This is an optimization exercise on Yosys and OpenROAD, whose aim is small area, a short achievable clock period and few clock cycles per item, not a production implementation.
Where RTL was checked, it was by simulation tests only, not by an equivalence proof against the original.
Power and IR drop assume default switching activity.

==> 07-01 <==
==> flow/design.v <==
module APB_Slave_or8
(   input       [7:0] sel,
    input       [7:0] d,
    output            y
);
    assign y = |(sel & d);
endmodule
module APB_Slave_nor2
(   input       [1:0] a,
    output            y
);
    assign y = ~|a;
endmodule
module APB_Slave_nand2
(   input       [1:0] a,
    output            y
);
    assign y = ~&a;
endmodule
module APB_Slave_rdbit
(   input       [31:0] sel,
    input       [31:0] d,
    output             q
);
    wire  [3:0] p;                                               
    wire  [1:0] n;                                               
    genvar k;
    generate
        for (k = 0; k < 4; k = k + 1) begin : g8
            APB_Slave_or8 u (.sel(sel[8*k+7:8*k]), .d(d[8*k+7:8*k]), .y(p[k]));
        end
        for (k = 0; k < 2; k = k + 1) begin : g16
            APB_Slave_nor2 u (.a(p[2*k+1:2*k]), .y(n[k]));
        end
    endgenerate
    APB_Slave_nand2 u32 (.a(n), .y(q));
endmodule
module APB_Slave#( parameter DWIDTH = 32, AWIDTH = 5)
(   input                                      PCLK,             
    input                                   PRESETn,             
    input                                     PSELx,             
    input                                   PENABLE,             
    input                        [AWIDTH-1:0] PADDR,             
    input                                    PWRITE,             
    input                       [DWIDTH-1:0] PWDATA,             
    output reg                  [DWIDTH-1:0] PRDATA,             
    output                                   PREADY,             
    output                                   PSLVERR             
);
    localparam DEPTH = 2**AWIDTH;
    reg           [DWIDTH-1:0] mem_arr[DEPTH-1:0];
    wire           [DEPTH-1:0] word_sel;                         
    wire          [DWIDTH-1:0] rd_word;
    genvar g, b;
    generate
        for (g = 0; g < DEPTH; g = g + 1) begin : dec
            assign word_sel[g] = (PADDR == g);
            always @(posedge PCLK)
                if (PSELx && PENABLE && PWRITE && word_sel[g])
                    mem_arr[g] <= PWDATA;
        end
        for (b = 0; b < DWIDTH; b = b + 1) begin : rd
            wire [DEPTH-1:0] column;
            for (g = 0; g < DEPTH; g = g + 1) begin : col
                assign column[g] = mem_arr[g][b];
            end
            APB_Slave_rdbit u_bit (.sel(word_sel), .d(column), .q(rd_word[b]));
        end
    endgenerate
always @(posedge PCLK)
begin
    PRDATA <= rd_word;
end
    assign PREADY  = 1'b1;
    assign PSLVERR = 1'b0;
endmodule
==> flow/run.sh <==
#!/bin/bash
# synth_recipe.tcl (not shown) runs the flow's synth.tcl, then flattens the netlist and writes it again
# the make line also repeats each setting of config.mk as NAME=value (left out here)
make -C /OpenROAD-flow-scripts/flow DESIGN_CONFIG=/design/flow/config.mk WORK_HOME=/design/flow/orfs CLKGATE_MAP_FILE= SYNTH_SCRIPT=/design/flow/synth_recipe.tcl finish
==> flow/config.mk <==
export PLATFORM = sky130hd
export DESIGN_NAME = APB_Slave
export DESIGN_NICKNAME = APB_Slave
export VERILOG_FILES = /design/flow/design.v
export SDC_FILE = /design/flow/constraint.sdc
export NUM_CORES = 4
export LEC_CHECK = 0
export CAP_MARGIN = 20
export CORE_MARGIN = 2
export CORE_UTILIZATION = 65
export CTS_CLUSTER_DIAMETER = 80
export CTS_CLUSTER_SIZE = 20
export GPL_ROUTABILITY_DRIVEN = 0
export SETUP_SLACK_MARGIN = 3.3
export SLEW_MARGIN = 20
export SYNTH_HIERARCHICAL = 1
==> flow/constraint.sdc <==
create_clock -name core_clock -period 5.5 [get_ports {PCLK}]
set_input_delay 1.1000 -clock core_clock [delete_from_list [all_inputs] [get_ports {PCLK}]]
set_output_delay 1.1000 -clock core_clock [all_outputs]
set_load 0.01 [all_outputs]
==> inputs of 04-21, as changes to 07-01 <==
==> flow/design.v, changed modules only <==
module APB_Slave#( parameter DWIDTH = 32, AWIDTH = 5)
(   input                                      PCLK,             
    input                                   PRESETn,             
    input                                     PSELx,             
    input                                   PENABLE,             
    input                        [AWIDTH-1:0] PADDR,             
    input                                    PWRITE,             
    input                       [DWIDTH-1:0] PWDATA,             
    output reg                  [DWIDTH-1:0] PRDATA,             
    output                                   PREADY,             
    output                                   PSLVERR             
);
    reg           [DWIDTH-1:0] mem_arr[2**AWIDTH-1:0];
always @(posedge PCLK)
begin
    if(PSELx && PENABLE && PWRITE)
        mem_arr[PADDR] <= PWDATA;
end
always @(posedge PCLK)
begin
    PRDATA <= mem_arr[PADDR];
end
    assign PREADY  = 1'b1;
    assign PSLVERR = 1'b0;
endmodule
// module APB_Slave_or8 removed
// module APB_Slave_nor2 removed
// module APB_Slave_nand2 removed
// module APB_Slave_rdbit removed
- CORE_UTILIZATION: 65 -> 40
- CTS_CLUSTER_DIAMETER: 80 -> 100
- CTS_CLUSTER_SIZE: 20 -> 30
- GPL_ROUTABILITY_DRIVEN: 0 -> not set
- SETUP_SLACK_MARGIN: 3.3 -> 2.5
- SYNTH_HIERARCHICAL: 1 -> not set
==> inputs of 11-04, as changes to 07-01 <==
- CORE_UTILIZATION: 65 -> 72
- CTS_CLUSTER_DIAMETER: 80 -> 100
- CTS_CLUSTER_SIZE: 20 -> 24
- GPL_ROUTABILITY_DRIVEN: 0 -> not set
==> comparison table <==
                                                                              04-21                     07-01                     11-04
Outcome                                                     complete, no violations   complete, no violations   complete, no violations
Number of placed cells counting well taps                                      3449                      2782                      2700
P_sw                                                                        2.78 mW                   2.89 mW                   2.85 mW
Clock network power share                                                     28.5%                     32.2%                     29.6%
Part of the total power dissipated in sequential elements                     66.0%                     63.3%                     65.3%
Longest individual stage delay on the worst path                             600 ps                    430 ps                    430 ps
Reported sequential group power                                             8.90 mW                   8.92 mW                   8.92 mW
Largest net degree at the start of global routing                                81                        33                        33
Final core utilization                                                        45.4%                     77.5%                     87.4%
Maximum fanout along the worst path                                              80                         1                        32
Core Footprint                                                           98400 um^2                56300 um^2                50400 um^2
Number of CTS-inserted buffers                                                   41                        59                        49
Worst max-slew margin expressed relative to the limit                         25.7%                     55.2%                     17.8%
Tap Cells                                                                      1287                       756                       672
Via count of the first global-routing pass                                    19920                     20766                     21538
Global Route met2 Usage                                                       31.8%                     55.2%                     63.0%
Crit-path most repeated cell                                                 buf_12                         -                     buf_6
Routed met2 length                                                          48.5 mm                   49.3 mm                   53.8 mm
Least setup slack across all paths after layout                             2490 ps                   3200 ps                   2880 ps
Min-delay src                                              mem_arr[8][20]$_DFFE_PP_  mem_arr[22][5]$_DFFE_PP_  mem_arr[22][7]$_DFFE_PP_
Worst setup path endpoint                                        PRDATA[30]$_DFF_P_                PRDATA[26]        PRDATA[11]$_DFF_P_
Global routing met3 resource utilization                                      3.32%                     7.18%                     7.99%
Avg WL per Cell                                                             28.2 um                   33.8 um                   39.4 um
Filler Cells Inserted                                                          8420                      3012                      1845
Kind of end point of the critical path                                         flop            primary output                      flop
Data arrival, critical path                                                 3470 ps                   1200 ps                   3110 ps
Total combinational power                                                    735 uW                    630 uW                    693 uW
Testbench counts of 07-01, summed over its fixed seeds: cycles 8,184, transfers 4,096.
Testbench counts of 11-04, summed over its fixed seeds: cycles 8,184, transfers 4,096.
The RTL of 04-21 was laid out without a check of its function.

---

==> garnet <==
Starts from the design.v that is shown in full above.
Settings: LEC_CHECK=0, CAP_MARGIN=20, CORE_MARGIN=2, CORE_UTILIZATION=60, CTS_CLUSTER_DIAMETER=100, CTS_CLUSTER_SIZE=24, SETUP_SLACK_MARGIN=3.2, SLEW_MARGIN=20, SYNTH_HIERARCHICAL=1; clock period 5.5 ns.
run.sh (not shown) runs the stock make flow with config.mk's settings and CLKGATE_MAP_FILE= SYNTH_SCRIPT=/design/flow/synth_recipe.tcl, a recipe that flattens the netlist after the stock synthesis.
==> pepper (differences from garnet) <==
==> flow/design.v, changed modules only <==
module APB_Slave_aoi3
(   input       [2:0] sel,
    input       [2:0] d,
    output            y
);
    assign y = ~|(sel & d);
endmodule
module APB_Slave_aoi2
(   input       [1:0] sel,
    input       [1:0] d,
    output            y
);
    assign y = ~|(sel & d);
endmodule
module APB_Slave_rdbit
(   input       [31:0] sel,
    input       [31:0] d,
    output             q
);
    wire [10:0] y;                                               
    genvar k;
    generate
        for (k = 0; k < 10; k = k + 1) begin : g3
            APB_Slave_aoi3 u (.sel(sel[3*k+2:3*k]), .d(d[3*k+2:3*k]), .y(y[k]));
        end
    endgenerate
    APB_Slave_aoi2 u2 (.sel(sel[31:30]), .d(d[31:30]), .y(y[10]));
    assign q = ~&y;
endmodule
// module APB_Slave_or8 removed
// module APB_Slave_nor2 removed
// module APB_Slave_nand2 removed
- CORE_UTILIZATION: 60 -> 40
- CTS_CLUSTER_SIZE: 24 -> 30
- SETUP_SLACK_MARGIN: 3.2 -> 3.3
==> delta (differences from garnet) <==
==> flow/design.v, changed modules only <==
module APB_Slave#( parameter DWIDTH = 32, AWIDTH = 5)
(   input                                      PCLK,             
    input                                   PRESETn,             
    input                                     PSELx,             
    input                                   PENABLE,             
    input                        [AWIDTH-1:0] PADDR,             
    input                                    PWRITE,             
    input                       [DWIDTH-1:0] PWDATA,             
    output reg                  [DWIDTH-1:0] PRDATA,             
    output                                   PREADY,             
    output                                   PSLVERR             
);
    reg           [DWIDTH-1:0] mem_arr[2**AWIDTH-1:0];
always @(posedge PCLK)
begin
    if(PSELx && PENABLE && PWRITE)
        mem_arr[PADDR] <= PWDATA;
end
always @(posedge PCLK)
begin
    PRDATA <= mem_arr[PADDR];
end
    assign PREADY  = 1'b1;
    assign PSLVERR = 1'b0;
endmodule
// module APB_Slave_or8 removed
// module APB_Slave_nor2 removed
// module APB_Slave_nand2 removed
// module APB_Slave_rdbit removed
- CORE_UTILIZATION: 60 -> 40
- CTS_CLUSTER_DIAMETER: 100 -> unset
- CTS_CLUSTER_SIZE: 24 -> unset
- SETUP_SLACK_MARGIN: 3.2 -> 2.5
- SYNTH_HIERARCHICAL: 1 -> unset
==> tundra (differences from garnet) <==
- CORE_UTILIZATION: 60 -> 80
- SETUP_SLACK_MARGIN: 3.2 -> 3.4
==> summary.md <==
| Metric | Value |
|---|---|
| Failed at | `4_1_cts` |
| Number of H-tree levels | `2` |
| Final HPWL DP | `49900 um` |
| Cell Area, Synth | `36900 um^2` |
| Status | `stopped before the end` |
| Number of warnings issued by yosys | `8` |
| Stop Error | `[ERROR DPL-0033] detailed placement checks failed during check placement.` |
| Gates resized, CTS repair | `474` |
# the run above: tundra

==> summary.md <==
| Metric | Value |
|---|---|
| Status | `finished clean` |
| Number of warnings issued by yosys | `8` |
| Final HPWL DP | `53600 um` |
| Cell Area, Synth | `36300 um^2` |
# the run above: pepper

==> summary.md <==
| Metric | Value |
|---|---|
| Highest-power group | `sequential cells` |
| Max Clock Freq | `427 MHz` |
| Final HPWL DP | `51500 um` |
| Total Neg Setup Slack | `0 ns` |
| Antenna violations before repair | `3` |
| Status | `finished clean` |
| Cell Area, Synth | `36900 um^2` |
| # port buffers | `72` |
# the run above: garnet

==> summary.md <==
| Metric | Value |
|---|---|
| Status | `finished clean` |
| Gates resized, CTS repair | `22` |
| Layout Cells excl Fill | `3697` |
| Cell Area, Synth | `39700 um^2` |
| Crit start category | `input pin` |
| Number of warnings issued by yosys | `1` |
# the run above: delta

Testbench counts of garnet, summed over its fixed seeds: cycles 8,184, transfers 4,096.
Testbench counts of tundra, summed over its fixed seeds: cycles 8,184, transfers 4,096.
No functional check of the RTL was part of pepper and delta.

static timing again, ports no longer ideal:
The flow's constraints put no driver on any port. The routed layouts listed below were extracted and timed again, unchanged, in two steps.
Step 1, drivers: a clkbuf_16 drives PCLK and a buf_2 each remaining input, both assumed.
Step 2 moves the port delays by t, midway between the first and last clock arrival at a register: inputs arrive t later, outputs are due t later. That takes back most of the time a late clock gives input paths.
a / b / c = ideal ports / drivers / drivers and shift; a / b = the first two.
run	t (ns)	setup slack, ns	hold WS [ns]	worst setup path after step 2	pins driven straight from the clock port
07-01	0.709	3.196 / 3.131 / 2.510	0.557 / 0.557 / 0.557	input to register	1
04-21	0.677	2.489 / 2.493 / 1.816	0.655 / 0.655 / 0.655	input to register	1
11-04	0.687	2.879 / 2.860 / 2.173	0.583 / 0.583 / 0.583	input to register	1
garnet	0.685	3.157 / 3.168 / 2.511	0.574 / 0.574 / 0.574	input to register	1
pepper	0.675	2.975 / 2.956 / 2.281	0.562 / 0.562 / 0.562	input to register	1
delta	0.738	2.470 / 2.473 / 1.735	0.656 / 0.656 / 0.656	input to register	1
After both steps every run listed still meets setup and hold. The setup slack of delta, which loses most, moves by +0.003 ns with the drivers and by -0.735 ns with both steps.
